This design comes from an exercise in tuning for small area on the open sky130 flow, not from production work. Where RTL was checked, it was by simulation tests only, not by an equivalence proof against the original. No activity file was given, so power comes from the tool's default toggle rates. The flow treats the clock pin as an ideal source, which a real chip does not have.

==> flow/design.v <==
module aoi222 (input a1, a2, b1, b2, c1, c2, output y);
   assign y = ~((a1 & a2) | (b1 & b2) | (c1 & c2));
endmodule
module ao221 (input a1, a2, b1, b2, c, output y);
   assign y = (a1 & a2) | (b1 & b2) | c;
endmodule
module read_col (input [31:0] sel, input [31:0] d, output y);
   logic [9:0] t;
   logic [2:0] u;
   for (genvar k = 0; k < 10; k++) begin : g_t
      aoi222 u_t (.a1(sel[3*k]), .a2(d[3*k]), .b1(sel[3*k+1]), .b2(d[3*k+1]),
                  .c1(sel[3*k+2]), .c2(d[3*k+2]), .y(t[k]));
   end
   assign u[0] = ~&t[3:0];
   assign u[1] = ~&t[7:4];
   assign u[2] = ~&t[9:8];
   ao221 u_last (.a1(sel[30]), .a2(d[30]), .b1(sel[31]), .b2(d[31]), .c(|u), .y(y));
endmodule
module sel_and2 (input a, input b, output y);
   assign y = a & b;
endmodule
module cam_decoder (input en, input [4:0] idx, output logic [31:0] dec);
   logic [3:0] lo;
   logic [7:0] hi;
   always_comb begin
      for (int k = 0; k < 4; k++) lo[k] = en & (idx[1:0] == k);
      for (int k = 0; k < 8; k++) hi[k] = (idx[4:2] == k);
   end
   for (genvar j = 0; j < 32; j++) begin : g_dec
      sel_and2 u_and (.a(lo[j % 4]), .b(hi[j / 4]), .y(dec[j]));
   end
endmodule
module row_match (input [31:0] q, input [31:0] s, input v, output m_n);
   assign m_n = ~(v & (q == s));
endmodule
module cam #(parameter WIDTH = 32, parameter ADDR_WIDTH = 5)
  (
   input                         clk_i,
   input                         rst_i,
   input                         read_enable_i,
   input  [ADDR_WIDTH - 1 : 0]   read_index_i,
   input                         write_enable_i,
   input  [ADDR_WIDTH - 1 : 0]   write_index_i,
   input  [WIDTH - 1 : 0]        write_data_i,
   input                         search_enable_i,
   input  [WIDTH - 1 : 0]        search_data_i,
   output logic                  read_valid_o,
   output logic [WIDTH - 1 : 0]  read_value_o,
   output logic                  search_valid_o,
   output logic [ADDR_WIDTH - 1 : 0] search_index_o
   );
   localparam DEPTH = 1 << ADDR_WIDTH;
   logic [DEPTH - 1 : 0][WIDTH - 1 : 0] mem;
   logic [WIDTH - 1 : 0][DEPTH - 1 : 0] mem_t;
   logic [DEPTH - 1 : 0] valid;
   logic [DEPTH - 1 : 0] wen;
   logic [DEPTH - 1 : 0] rsel;
   logic [DEPTH - 1 : 0] match_n;
   logic [DEPTH - 1 : 0] match;
   assign match = ~match_n;
   generate
      for (genvar j = 0; j < DEPTH; j++) begin : g_row
         always_ff @(posedge clk_i)
           if (wen[j]) mem[j] <= write_data_i;
         always_ff @(posedge clk_i)
           if (rst_i) valid[j] <= 1'b0;
           else if (wen[j]) valid[j] <= 1'b1;
         row_match u_match (.q(mem[j]), .s(search_data_i), .v(valid[j]), .m_n(match_n[j]));
         for (genvar b = 0; b < WIDTH; b++) begin : g_t
            assign mem_t[b][j] = mem[j][b];
         end
      end
      for (genvar b = 0; b < WIDTH; b++) begin : g_col
         read_col u_col (.sel(rsel), .d(mem_t[b]), .y(read_value_o[b]));
      end
   endgenerate
   cam_decoder u_wdec (.en(write_enable_i), .idx(write_index_i), .dec(wen));
   cam_decoder u_rdec (.en(1'b1), .idx(read_index_i), .dec(rsel));
   assign read_valid_o = |(rsel & valid);
   always_comb begin
      search_valid_o = search_enable_i & (|match);
      search_index_o = '0;
      for (int j = DEPTH - 1; j >= 0; j--)
        if (match[j]) search_index_o = j[ADDR_WIDTH - 1 : 0];
   end
endmodule
export LEC_CHECK = 0
export CAP_MARGIN = 0
export CORE_MARGIN = 2
export CORE_UTILIZATION = 67
export SETUP_SLACK_MARGIN = 0.3
export SLEW_MARGIN = 0
export SYNTH_HIERARCHICAL = 1
export SYNTH_MINIMUM_KEEP_SIZE = 0
create_clock -name core_clock -period 10.0 [get_ports {clk_i}]
standard.sh (not shown) runs the stock make flow with config.mk's settings and CLKGATE_MAP_FILE= SYNTH_SCRIPT=/design/flow/synth_recipe.tcl, a recipe that flattens the netlist after the stock synthesis.
==> flow/flow/run.sh <==
#!/bin/bash
# Own flow: the standard layout (standard.sh), with these changes:
#  - the port buffers are sky130 buf_2 cells instead of the resizer's default
#  - clock tree: larger sink clusters on clkbuf_16, no dummy loads
# Each step's full output goes to the ORFS logs under orfs/logs/, and
# standard.sh's own output to standard.log in this folder.
set -euo pipefail
export BUFFER_PORTS_ARGS="-buffer_cell sky130_fd_sc_hd__buf_2"
export CTS_ARGS="-sink_clustering_enable -repair_clock_nets -sink_clustering_size 30 -sink_clustering_max_diameter 90 -buf_list sky130_fd_sc_hd__clkbuf_16 -dont_use_dummy_load"
bash standard.sh finish > standard.log 2>&1
==> next run, changes <==
--- a/flow/design.v
+++ b/flow/design.v
@@ -17,20 +17,11 @@
    ao221 u_last (.a1(sel[30]), .a2(d[30]), .b1(sel[31]), .b2(d[31]), .c(|u), .y(y));
 endmodule
-module sel_and2 (input a, input b, output y);
-   assign y = a & b;
+module cam_decoder (input en, input [4:0] idx, output logic [31:0] dec);
+   always_comb
+     for (int j = 0; j < 32; j++)
+       dec[j] = en & (idx == j);
 endmodule
-module cam_decoder (input en, input [4:0] idx, output logic [31:0] dec);
-   logic [3:0] lo;
-   logic [7:0] hi;
-   always_comb begin
-      for (int k = 0; k < 4; k++) lo[k] = en & (idx[1:0] == k);
-      for (int k = 0; k < 8; k++) hi[k] = (idx[4:2] == k);
-   end
-   for (genvar j = 0; j < 32; j++) begin : g_dec
-      sel_and2 u_and (.a(lo[j % 4]), .b(hi[j / 4]), .y(dec[j]));
-   end
-endmodule
-module row_match (input [31:0] q, input [31:0] s, input v, output m_n);
-   assign m_n = ~(v & (q == s));
+module row_match (input [31:0] q, input [31:0] s, input v, output m);
+   assign m = v & (q == s);
 endmodule
 module cam #(parameter WIDTH = 32, parameter ADDR_WIDTH = 5)
@@ -54,28 +45,33 @@
    logic [WIDTH - 1 : 0][DEPTH - 1 : 0] mem_t;
    logic [DEPTH - 1 : 0] valid;
-   logic [DEPTH - 1 : 0] wen;
-   logic [DEPTH - 1 : 0] rsel;
-   logic [DEPTH - 1 : 0] match_n;
+   logic [DEPTH - 1 : 0] wen_lo, wen_hi;
+   logic [DEPTH - 1 : 0] rsel_lo, rsel_hi;
    logic [DEPTH - 1 : 0] match;
-   assign match = ~match_n;
    generate
       for (genvar j = 0; j < DEPTH; j++) begin : g_row
          always_ff @(posedge clk_i)
-           if (wen[j]) mem[j] <= write_data_i;
+           if (wen_lo[j]) mem[j][WIDTH/2 - 1 : 0] <= write_data_i[WIDTH/2 - 1 : 0];
+         always_ff @(posedge clk_i)
+           if (wen_hi[j]) mem[j][WIDTH - 1 : WIDTH/2] <= write_data_i[WIDTH - 1 : WIDTH/2];
          always_ff @(posedge clk_i)
            if (rst_i) valid[j] <= 1'b0;
-           else if (wen[j]) valid[j] <= 1'b1;
-         row_match u_match (.q(mem[j]), .s(search_data_i), .v(valid[j]), .m_n(match_n[j]));
+           else if (wen_lo[j]) valid[j] <= 1'b1;
+         row_match u_match (.q(mem[j]), .s(search_data_i), .v(valid[j]), .m(match[j]));
          for (genvar b = 0; b < WIDTH; b++) begin : g_t
             assign mem_t[b][j] = mem[j][b];
          end
       end
-      for (genvar b = 0; b < WIDTH; b++) begin : g_col
-         read_col u_col (.sel(rsel), .d(mem_t[b]), .y(read_value_o[b]));
+      for (genvar b = 0; b < WIDTH/2; b++) begin : g_col_lo
+         read_col u_col (.sel(rsel_lo), .d(mem_t[b]), .y(read_value_o[b]));
+      end
+      for (genvar b = WIDTH/2; b < WIDTH; b++) begin : g_col_hi
+         read_col u_col (.sel(rsel_hi), .d(mem_t[b]), .y(read_value_o[b]));
       end
    endgenerate
-   cam_decoder u_wdec (.en(write_enable_i), .idx(write_index_i), .dec(wen));
-   cam_decoder u_rdec (.en(1'b1), .idx(read_index_i), .dec(rsel));
-   assign read_valid_o = |(rsel & valid);
+   cam_decoder u_wdec_lo (.en(write_enable_i), .idx(write_index_i), .dec(wen_lo));
+   cam_decoder u_wdec_hi (.en(write_enable_i), .idx(write_index_i), .dec(wen_hi));
+   cam_decoder u_rdec_lo (.en(1'b1), .idx(read_index_i), .dec(rsel_lo));
+   cam_decoder u_rdec_hi (.en(1'b1), .idx(read_index_i), .dec(rsel_hi));
+   read_col u_vcol (.sel(rsel_hi), .d(valid), .y(read_valid_o));
    always_comb begin
       search_valid_o = search_enable_i & (|match);
Outcome:
- The changed run completed and failed the layout checks on max-capacitance violations, max-slew violations
- area after synthesis came out higher slightly
- worst setup slack got worse by 0.70 ns
- fmax came out lower by a little under a tenth
- total power came out higher slightly
- final area came out higher by a few percent
- flip-flop and latch count does not change
- die area came out higher slightly
- register-to-register slack improved by 0.13 ns
- routed wire length came out higher by about a fifth
- final cell count came out higher by a few percent
- sequential share of layout area came out lower by 1.5 points
- via count came out higher by a little under a tenth
- non-clock buffer count came out higher by 82
Only the layout flow was run in the second run of this note; the RTL was not checked for function there.


the reference run:
cam, a different RTL version from the one above (not shown whole).
For scale: about 3200 cells after synthesis, about 1100 flip-flops, about 120 I/O pins.
==> module row_match, before the edit <==
module row_match (input [31:0] q, input [31:0] s, input v, output m);
   assign m = v & (q == s);
endmodule
==> module cam, before the edit <==
module cam #(parameter WIDTH = 32, parameter ADDR_WIDTH = 5)
  (
   input                         clk_i,
   input                         rst_i,
   input                         read_enable_i,
   input  [ADDR_WIDTH - 1 : 0]   read_index_i,
   input                         write_enable_i,
   input  [ADDR_WIDTH - 1 : 0]   write_index_i,
   input  [WIDTH - 1 : 0]        write_data_i,
   input                         search_enable_i,
   input  [WIDTH - 1 : 0]        search_data_i,
   output logic                  read_valid_o,
   output logic [WIDTH - 1 : 0]  read_value_o,
   output logic                  search_valid_o,
   output logic [ADDR_WIDTH - 1 : 0] search_index_o
   );
   localparam DEPTH = 1 << ADDR_WIDTH;
   logic [DEPTH - 1 : 0][WIDTH - 1 : 0] mem;
   logic [WIDTH - 1 : 0][DEPTH - 1 : 0] mem_t;
   logic [DEPTH - 1 : 0] valid;
   logic [DEPTH - 1 : 0] wen;
   logic [DEPTH - 1 : 0] rsel;
   logic [DEPTH - 1 : 0] match;
   generate
      for (genvar j = 0; j < DEPTH; j++) begin : g_row
         assign wen[j] = write_enable_i & (write_index_i == j);
         always_ff @(posedge clk_i)
           if (wen[j]) mem[j] <= write_data_i;
         always_ff @(posedge clk_i)
           if (rst_i) valid[j] <= 1'b0;
           else if (wen[j]) valid[j] <= 1'b1;
         assign rsel[j]  = (read_index_i == j);
         row_match u_match (.q(mem[j]), .s(search_data_i), .v(valid[j]), .m(match[j]));
         for (genvar b = 0; b < WIDTH; b++) begin : g_t
            assign mem_t[b][j] = mem[j][b];
         end
      end
      for (genvar b = 0; b < WIDTH; b++) begin : g_col
         read_col u_col (.sel(rsel), .d(mem_t[b]), .y(read_value_o[b]));
      end
   endgenerate
   assign read_valid_o = |(rsel & valid);
   always_comb begin
      search_valid_o = search_enable_i & (|match);
      search_index_o = '0;
      for (int j = DEPTH - 1; j >= 0; j--)
        if (match[j]) search_index_o = j[ADDR_WIDTH - 1 : 0];
   end
endmodule
==> flow/config.mk <==
export PLATFORM = sky130hd
export DESIGN_NAME = cam
export DESIGN_NICKNAME = cam
export VERILOG_FILES = /design/flow/design.v
export SDC_FILE = /design/flow/constraint.sdc
export NUM_CORES = 4
export LEC_CHECK = 0
export CAP_MARGIN = 0
export CORE_MARGIN = 2
export CORE_UTILIZATION = 67
export SETUP_SLACK_MARGIN = 0.3
export SLEW_MARGIN = 0
export SYNTH_HIERARCHICAL = 1
export SYNTH_MINIMUM_KEEP_SIZE = 0
==> flow/constraint.sdc <==
create_clock -name core_clock -period 10.0 [get_ports {clk_i}]
set_input_delay 2.0000 -clock core_clock [delete_from_list [all_inputs] [get_ports {clk_i}]]
set_output_delay 2.0000 -clock core_clock [all_outputs]
set_load 0.01 [all_outputs]
Scripts as last shown in full above: flow/flow/run.sh
The reference run | stages: all done | timing, DRC, antenna: all pass
Input-level comparison between the trial run and the reference run:
-- flow/design.v --
<<< the reference run, line 17
   ao221 u_last (.a1(sel[30]), .a2(d[30]), .b1(sel[31]), .b2(d[31]), .c(|u), .y(y));
endmodule
module row_match (input [31:0] q, input [31:0] s, input v, output m);
   assign m = v & (q == s);
endmodule
module cam #(parameter WIDTH = 32, parameter ADDR_WIDTH = 5)
>>> the trial run, line 17
   ao221 u_last (.a1(sel[30]), .a2(d[30]), .b1(sel[31]), .b2(d[31]), .c(|u), .y(y));
endmodule
module row_match (input [31:0] q, input [31:0] s, input v, output m_n);
   assign m_n = ~(v & (q == s));
endmodule
module cam #(parameter WIDTH = 32, parameter ADDR_WIDTH = 5)
<<< the reference run, line 42
   logic [DEPTH - 1 : 0] wen;
   logic [DEPTH - 1 : 0] rsel;
   logic [DEPTH - 1 : 0] match;
   generate
      for (genvar j = 0; j < DEPTH; j++) begin : g_row
>>> the trial run, line 42
   logic [DEPTH - 1 : 0] wen;
   logic [DEPTH - 1 : 0] rsel;
   logic [DEPTH - 1 : 0] match_n;
   logic [DEPTH - 1 : 0] match;
   assign match = ~match_n;
   generate
      for (genvar j = 0; j < DEPTH; j++) begin : g_row
<<< the reference run, line 52
           else if (wen[j]) valid[j] <= 1'b1;
         assign rsel[j]  = (read_index_i == j);
         row_match u_match (.q(mem[j]), .s(search_data_i), .v(valid[j]), .m(match[j]));
         for (genvar b = 0; b < WIDTH; b++) begin : g_t
            assign mem_t[b][j] = mem[j][b];
>>> the trial run, line 54
           else if (wen[j]) valid[j] <= 1'b1;
         assign rsel[j]  = (read_index_i == j);
         row_match u_match (.q(mem[j]), .s(search_data_i), .v(valid[j]), .m_n(match_n[j]));
         for (genvar b = 0; b < WIDTH; b++) begin : g_t
            assign mem_t[b][j] = mem[j][b];
Results
In the tables for the reference run and the trial run, time the final worst path needs with I/O delays and setup reads lower with the reference run.
Looking at the reference run and the trial run, the number of top-level design ports is a wash.
On first-iteration DRC count, the trial run tracks the reference run almost exactly.
Looking at simple-gate share of the synthesized area, the trial run sits 0.31 points below the reference run.
Summary of the trial run over the reference run: initial antenna violation count went up, static leakage power went down, number of iterations in the first detailed-routing pass went down.
[compare] base=the reference run new=the trial run: worst setup slack lower; area growth from synthesis to layout held steady; CTS buffer count went up; multi-input gate area in the final layout shows a reduction of 0.86%; clock network power stayed essentially flat.
Function not checked in the trial run: the RTL went through the layout flow alone.

[static timing again, ports no longer ideal]
No port has a modelled driver above. Below, the same layouts with a new extraction and two added sets of constraints.
Step 1 assumes that a clkbuf_16 drives the clock port and a buf_2 every other input.
Step 2 moves the port delays by t, midway between the first and last clock arrival at a register: inputs arrive t later, outputs are due t later. That takes back most of the time a late clock gives input paths.
Slacks: no drivers / after step 1 / after step 2; pairs: no drivers / after step 1.
run | shift t [ns] | setup WS [ns] | worst register clock-pin slew, ns | cell pins on the clock port's net
the first run of note 1 | 0.697 | 2.322 / 2.298 / 2.298 | 0.12 / 0.12 | 1
the second run of note 1 | 0.695 | 1.624 / 1.596 / 1.596 | 0.12 / 0.12 | 1
the reference run | 0.681 | 1.965 / 1.942 / 1.942 | 0.11 / 0.11 | 1
the trial run | 0.692 | 1.760 / 1.735 / 1.735 | 0.12 / 0.12 | 1
For the second run of note 1, which loses most, drivers alone change the setup slack by -0.028 ns; drivers and shift together by -0.028 ns.
